Background: an optimization exercise with open tools, aiming at small area and a short achievable clock period. Do not read the settings as production practice.
Only simulation tests tie the RTL to the original design; equivalence was not proved.
Power is estimated from default activity; no workload was simulated.

==> design/flow/design.v <==
`timescale 1ns / 1ps
module FIR #
(
    parameter inbit = 11,		 
    parameter outbit = 23,		
    parameter n=32
)
(
    input rst,
    input clk,
    input wire signed [inbit-1:0] infix,
    output reg signed [outbit-1:0] outfix
);
reg signed [outbit-1:0] mul [0:31];
reg signed [outbit-1:0] add [0:30];
integer  i;
wire signed [outbit-1:0] sh1,sh2,sh3,sh5;
wire signed [outbit-1:0] w0,w1,w2,w3,w4,w5,w6,w7,w8,w9,w10,w11,w12,w13,w14;  
assign sh1 = infix<<1;
assign sh2 = infix<<2;
assign sh3 = infix<<3;
assign sh5 = infix<<5;
assign w0 = infix; 
assign w1 = sh1; 
assign w2 = -infix; 
assign w3 = -sh1-infix;	 
assign w4 = sh2;  
assign w5 = sh1+infix;  
assign w6 = -sh2-infix;	 
assign w7 = -sh2-sh1;	 
assign w8 =sh2+infix;	 
assign w9 = sh3+sh2;	 
assign w10 = -sh1;		 
assign w11 = -(infix<<4) - (sh2 + sh1);	 
assign w12 = -sh3-infix;			 
assign w13 = (sh5)+(sh3+sh2)+(sh1+infix);		 
assign w14 = (infix<<6)+(sh5+sh2)+(sh1+infix);		 
always @(posedge clk) begin
    if (rst) begin
		outfix <= 0;
    end else begin 
		outfix <= mul[0] +add[0];
	end
end
always @(posedge clk) begin
    if (rst) begin
        for(i=0;i<32;i=i+1)
			mul[i] <= 0;
    end else begin 
        mul[0] <= w0;
        mul[1] <= w1;
		mul[2] <= w2;
		mul[3] <= w3;
		mul[4] <=0;
		mul[5] <= w4;
		mul[6] <= w5;
		mul[7] <= w6;
		mul[8] <= w7;
		mul[9] <= w8;
		mul[10] <= w9;
		mul[11] <= w10;
		mul[12] <= w11;
		mul[13] <= w12;
		mul[14] <= w13;
		mul[15] <= w14;
		mul[16] <= w14;
		mul[17] <= w13;
		mul[18] <= w12;
		mul[19] <= w11;
		mul[20] <= w10;
		mul[21] <= w9;
		mul[22] <= w8;
		mul[23] <= w7;
		mul[24] <= w6;
		mul[25] <= w5;
		mul[26] <= w4;
		mul[27] <= 0;
		mul[28] <= w3;
		mul[29] <= w2;
		mul[30] <= w1;
		mul[31] <= w0;
    end
end
always @(posedge clk) begin
    if (rst) begin
        for(i=0;i<31;i=i+1)
			add[i] <= 0;
    end else begin 
        add[0] <= mul[1]+add[1];
        add[1] <= mul[2]+add[2];
		add[2] <= mul[3]+add[3];
		add[3] <= add[4];
		add[4] <= mul[5]+add[5];
		add[5] <= mul[6]+add[6];
		add[6] <= mul[7]+add[7];
		add[7] <= mul[8]+add[8];
		add[8] <= mul[9]+add[9];
		add[9] <= mul[10]+add[10];
		add[10] <= mul[11]+add[11];
		add[11] <= mul[12]+add[12];
		add[12] <= mul[13]+add[13];
		add[13] <= mul[14]+add[14];
		add[14] <= mul[15]+add[15];
		add[15] <= mul[16]+add[16];
		add[16] <= mul[17]+add[17];
		add[17] <= mul[18]+add[18];
		add[18] <= mul[19]+add[19];
		add[19] <= mul[20]+add[20];
		add[20] <= mul[21]+add[21];
		add[21] <= mul[22]+add[22];
		add[22] <= mul[23]+add[23];
		add[23] <= mul[24]+add[24];
		add[24] <= mul[25]+add[25];
		add[25] <= mul[26]+add[26];
		add[26] <= add[27];
		add[27] <= mul[28]+add[28];
		add[28] <= mul[29]+add[29];
		add[29] <= mul[30]+add[30];
		add[30] <= mul[31];
    end
end
endmodule
==> design/flow/run.sh <==
#!/bin/bash
# synth_recipe.tcl (not shown) runs the flow's synth.tcl, then flattens the netlist and writes it again
# the make line also repeats each setting of config.mk as NAME=value (left out here)
make -C /OpenROAD-flow-scripts/flow DESIGN_CONFIG=/design/flow/config.mk WORK_HOME=/design/flow/orfs CLKGATE_MAP_FILE= SYNTH_SCRIPT=/design/flow/synth_recipe.tcl finish
==> design/flow/config.mk <==
export PLATFORM = sky130hd
export DESIGN_NAME = FIR
export DESIGN_NICKNAME = FIR
export VERILOG_FILES = /design/flow/design.v
export SDC_FILE = /design/flow/constraint.sdc
export NUM_CORES = 4
export LEC_CHECK = 0
export CAP_MARGIN = 20
export CORE_MARGIN = 2
export CORE_UTILIZATION = 40
export SLEW_MARGIN = 20
==> design/flow/constraint.sdc <==
create_clock -name core_clock -period 4.2 [get_ports {clk}]
set_input_delay 0.8400 -clock core_clock [delete_from_list [all_inputs] [get_ports {clk}]]
set_output_delay 0.8400 -clock core_clock [all_outputs]
set_load 0.01 [all_outputs]
==> run notes <==
-- critical path, cell delays in order --
cell and delay (ns):
sky130_fd_sc_hd__buf_8 0.10, sky130_fd_sc_hd__ha_4 0.16, sky130_fd_sc_hd__fa_2 0.40, sky130_fd_sc_hd__a21oi_2 0.15, sky130_fd_sc_hd__nor2_1 0.07, sky130_fd_sc_hd__nor2_2 0.17
sky130_fd_sc_hd__xnor2_2 0.12, sky130_fd_sc_hd__fa_2 0.58, sky130_fd_sc_hd__inv_2 0.04, sky130_fd_sc_hd__ha_4 0.22, sky130_fd_sc_hd__fa_2 0.36, sky130_fd_sc_hd__a21o_1 0.18
sky130_fd_sc_hd__a21oi_2 0.16, sky130_fd_sc_hd__nor2b_2 0.07, sky130_fd_sc_hd__o21a_1 0.21, sky130_fd_sc_hd__o41ai_4 0.33, sky130_fd_sc_hd__o21a_1 0.23, sky130_fd_sc_hd__o21bai_1 0.10
sky130_fd_sc_hd__xnor2_1 0.13, sky130_fd_sc_hd__nor2_1 0.05
-- cell type report --
class,count,area share [%]
multi-input cells,5019,56.9
well taps,1781,3.51
inverters,252,1.50
repair buffers,355,4.44
flip-flops and latches,881,27.8
diodes,1,0.00394
clock inverters,43,0.972
clock buffers,149,4.90
-- cells by family after synthesis --
kind of cell    after synthesis
flops                       881
compound gates             1578
simple gates               2008
mux                          10
xor+xnor                    602
fa+ha+maj                   821
buf+inv                     373
-- what timing repair did --
item | 4_1_cts | 5_1_grt
pin swaps | 19 | 24
resized for setup | 13 | 28
buffers inserted | 8 | 4
setup endpoints to repair | 12 | 10
endpoints found under the hold margin | 0 | 0
-- power groups by stage --
stage,clock network [mW],logic [mW],registers [mW]
3_5_place_dp,0,12.9,11.3
5_1_grt,10.2,14.7,11.3
3_3_place_gp,0,12.7,11.3
2_1_floorplan,0,9.56,10.8
6_report,9.71,13.2,11.1
4_1_cts,9.91,13.1,11.1
-- through the flow --
step | setup WS, ns | cell area, um^2 | hold WS, ns | cells
CTS | 0.0179 | 63400 | 0.433 | 8476
finish | 0.133 | 63500 | 0.432 | 8481
floorplan | -0.330 | 55100 | 0.414 | 6273
detailed placement | -1.09 | 59600 | 0.423 | 8276
global route | -0.0135 | 63500 | 0.439 | 8480
global placement | -1.08 | 59600 | 0.414 | 8276
-- registers in the layout, indices dropped and copies added, names as in the netlist --
register  count
mul         167
add         691
outfix       23
-- final timing paths --
path | from | end | slack (ns) | depth (start not counted)
setup / recovery | infix[0] | mul[16][16] | 0.13 | 20
setup reg to reg | mul[16][0] | add[18][21] | 0.27 | 12
hold reg to reg | add[27][16] | add[26][16] | 0.43 | 1
hold / removal | add[27][16] | add[26][16] | 0.43 | 1
-- synth_stat cells (all sizes together) (9+ instances only) --
cell / instances
a31o: 16
o41a: 9
a21boi: 24
o31ai: 45
nor2b: 215
o21a: 91
a41oi: 16
nor4: 15
a21oi: 412
nand3: 112
a21o: 267
o211ai: 24
and2: 53
clkbuf: 110
o21ai: 336
buf: 11
o211a: 17
or3: 49
o31a: 23
xnor2: 333
nand2: 237
dfxtp: 881
ha: 753
a211o: 13
or2: 30
o311ai: 14
a2111oi: 18
fa: 68
nor2: 933
nand4: 41
nand2b: 70
a221oi: 9
inv: 252
a211oi: 65
nor3: 163
o41ai: 9
o21bai: 64
nor3b: 13
a31oi: 58
and3: 50
xor2: 269
-- cells in the final DEF (no fill, tap or decap), drive strengths merged, types with 30 or more instances in the layout --
cell type | netlist | layout
buf | 11 | 324
and3 | 50 | 50
ha | 753 | 753
clkbuf | 110 | 151
fa | 68 | 68
dfxtp | 881 | 881
xor2 | 269 | 269
xnor2 | 333 | 333
nand2b | 70 | 70
or2 | 30 | 30
a31oi | 58 | 58
o21ai | 336 | 336
nand4 | 41 | 41
o21bai | 64 | 64
o31ai | 45 | 45
a211oi | 65 | 65
inv | 252 | 253
nand3 | 112 | 112
o21a | 91 | 91
nor2b | 215 | 215
nor3 | 163 | 163
and2 | 53 | 53
a21oi | 412 | 412
or3 | 49 | 49
nand2 | 237 | 237
nor2 | 933 | 933
a21o | 267 | 267
-- layer usage --
layer  share of wire (%)  wire length [um]
met2                  50             78900
met1                  43             67700
met4                 4.1              6460
met3                 3.2              5000
met5                   0                 0
==> metrics.md <==
| Metric | Value |
|---|---|
| Final Routed Wirelength | 158 mm |
| CTS tree | yes |
| Hold/Removal Path Class | flip-flop to flip-flop |
| Worst EP required | 4.79 ns |
| Buffers on Ports | 35 |
| FMAX | 246 MHz |
| Count of boundary I/O pins | 36 |
| RSZ-0062 raised after global routing | yes |
| Switching power of the nets | 12.2 mW |
| Clock skew | 0.0254 ns |
| Final min period | 4.07 ns |
| Width of the chip | 374 um |
| Gp weighted congestion | 0.923 |
| Total grt overflow | 0 |
| CP Capture Type | flip-flop |
| Post-DP HPWL | 123 mm |
| Dominant combinational cell family by area after synthesis | adder cells |
| Area growth syn-to-layout | 15.7% |
| Number of nets at the end of the flow | 7446 |
| Number of filler cells placed in the layout | 13100 |
| Largest net degree at the start of global routing | 197 |
| Maximum ir drop on the vdd rail | 0.401 mV |
| Post-route DRC | 0 |
| Post-synth EDFFs | 0 |
| CTS H-tree lvls | 3 |
| Number of sinks on the clock net | 881 |
| Most used routing layer | met2 |
| CP Launch Type | primary input |
| Final core area utilization | 46.7% |
| Flip-flop and latch count after synthesis | 881 |
| Per-cell via count in the routed design | 5.33 |
| Fraction of the cycle the final worst path needs | 96.8% |
| Fin. Hold Viols | 0 |
| Fraction of power consumed by the clock network | 28.5% |
| Cell row count | 135 |
| Primary FF master, synth | sky130_fd_sc_hd__dfxtp_1 |
| Number of antenna violations at the first check in global routing | 0 |
| Die area | 140000 um^2 |
| Net Sw Frac | 35.9% |
| Finish-stage setup viols | 0 |
| Number of nets produced by synthesis | 7107 |
| Area contributors post-synth | sky130_fd_sc_hd__dfxtp_1 (32%), sky130_fd_sc_hd__ha_1 (17%), sky130_fd_sc_hd__nor2_1 (6.4%) |
| Area occupied by multi-input gates | 36100 um^2 |
| Vias in the first global route | 45600 |
| Proportion of netlist area held by the largest area contributor | 32.1% |
| Global-route track usage on met1 | 26.2% |
| Buffers from clock root to sink, at most | 3 |
| Post-Synthesis Cells | 6273 |
| Sequential share of the synthesized area | 32.1% |
| Synthesized-area fraction occupied by xor and xnor cells | 9.61% |
| Proportion of synthesized area in mux cells | 0.189% |
| Layout cell share with drive strength beyond 1 | 9.24% |
| Die height | 374 um |
| Clock Tree Root | sky130_fd_sc_hd__clkbuf_16 |
| Final Total Pwr | 34.0 mW |
| Pins Over Slew Limit | 0 |
| Data arrival at the endpoint of the critical path | 4.66 ns |
| Quantity of hold-fixing buffers added after cts | 0 |
| Clock-pin slew on the worst setup and hold paths | 0.06 ns |
| Worst-skew pair later-pin latency | 0.73 ns |
| Number of distinct standard cells referenced by the synthesized netlist | 81 |
| Category of the most critical setup path | primary input to flip-flop |
| Max-slew headroom at the worst pin | 34.1% |
| Portion of total power attributed to combinational logic | 38.8% |
| Avg Synthesized Cell Area | 8.75 um^2 |
| Synth Cell Area | 54900 um^2 |
| Yosys warning total | 3 |
| Count of nets left with antenna violations after detail routing | 0 |
| Met2 usage | 40.9% |
| Leakage power summed over all cells | 29.6 nW |
| First-pass DRT Iterations | 6 |
| TritonCTS Buffers | 103 |
| Number of max-cap violations | 0 |
| Adder and majority cell fraction of the synthesized area | 19.6% |
| Drt first-iter violations | 2387 |
| Area of the placeable core | 136000 um^2 |
| Power density of the placed cells | 536 nW/um^2 |
| Global-route wire length before repair | 248 mm |
| Final total negative setup slack | 0 ns |
| Vias | 45200 |
| Transition time of the tightest slew-check pin | 0.988 ns |
| Sequential cell fraction of total power | 32.7% |
| Seq. cell area | 17600 um^2 |
| Synthesized-area fraction occupied by and/or/nand/nor cells | 17.1% |
| Run status | no timing/DRC/antenna violations |
| Initial Utilization | 40.4% |
| Crit path max fanout | 3 |
| Drt wl/cell | 18.6 um |
| All-Layer GR Usage | 22.3% |
| Most area-hungry cell type in the Yosys netlist | sky130_fd_sc_hd__dfxtp_1 |
| Share of synthesized registers carrying an async set or reset | 0% |
| Share of the synthesized area in compound gates (AO/OA/AOI/OAI) | 18.8% |
| Met3 layer usage reported by global route | 2.69% |
| Cell internal pwr | 21.8 mW |

==> separate check: timing with driven ports <==
Ports are ideal in the flow. The routed layout listed here was re-timed in OpenROAD. Step 1, drivers: a clkbuf_16 drives clk and a buf_2 each remaining input, both assumed. Step 2 also shifts input and output timing later by t, the mid clock arrival at the registers, as if the neighbouring blocks saw the same clock. Slacks: ideal ports / drivers / drivers and shift; pairs: ideal ports / drivers.
t (ns): 0.794
setup WS [ns]: 0.133 / 0.167 / -0.627
worst setup path after step 2: input to register
latest minus earliest clock arrival (ns): 0.032 / 0.032
worst data-port slew with drivers (ns): 0.05
Met with ideal ports but missed after step 2: setup timing in this run. The setup slack of this run moves by +0.034 ns with the drivers and by -0.760 ns with both steps.
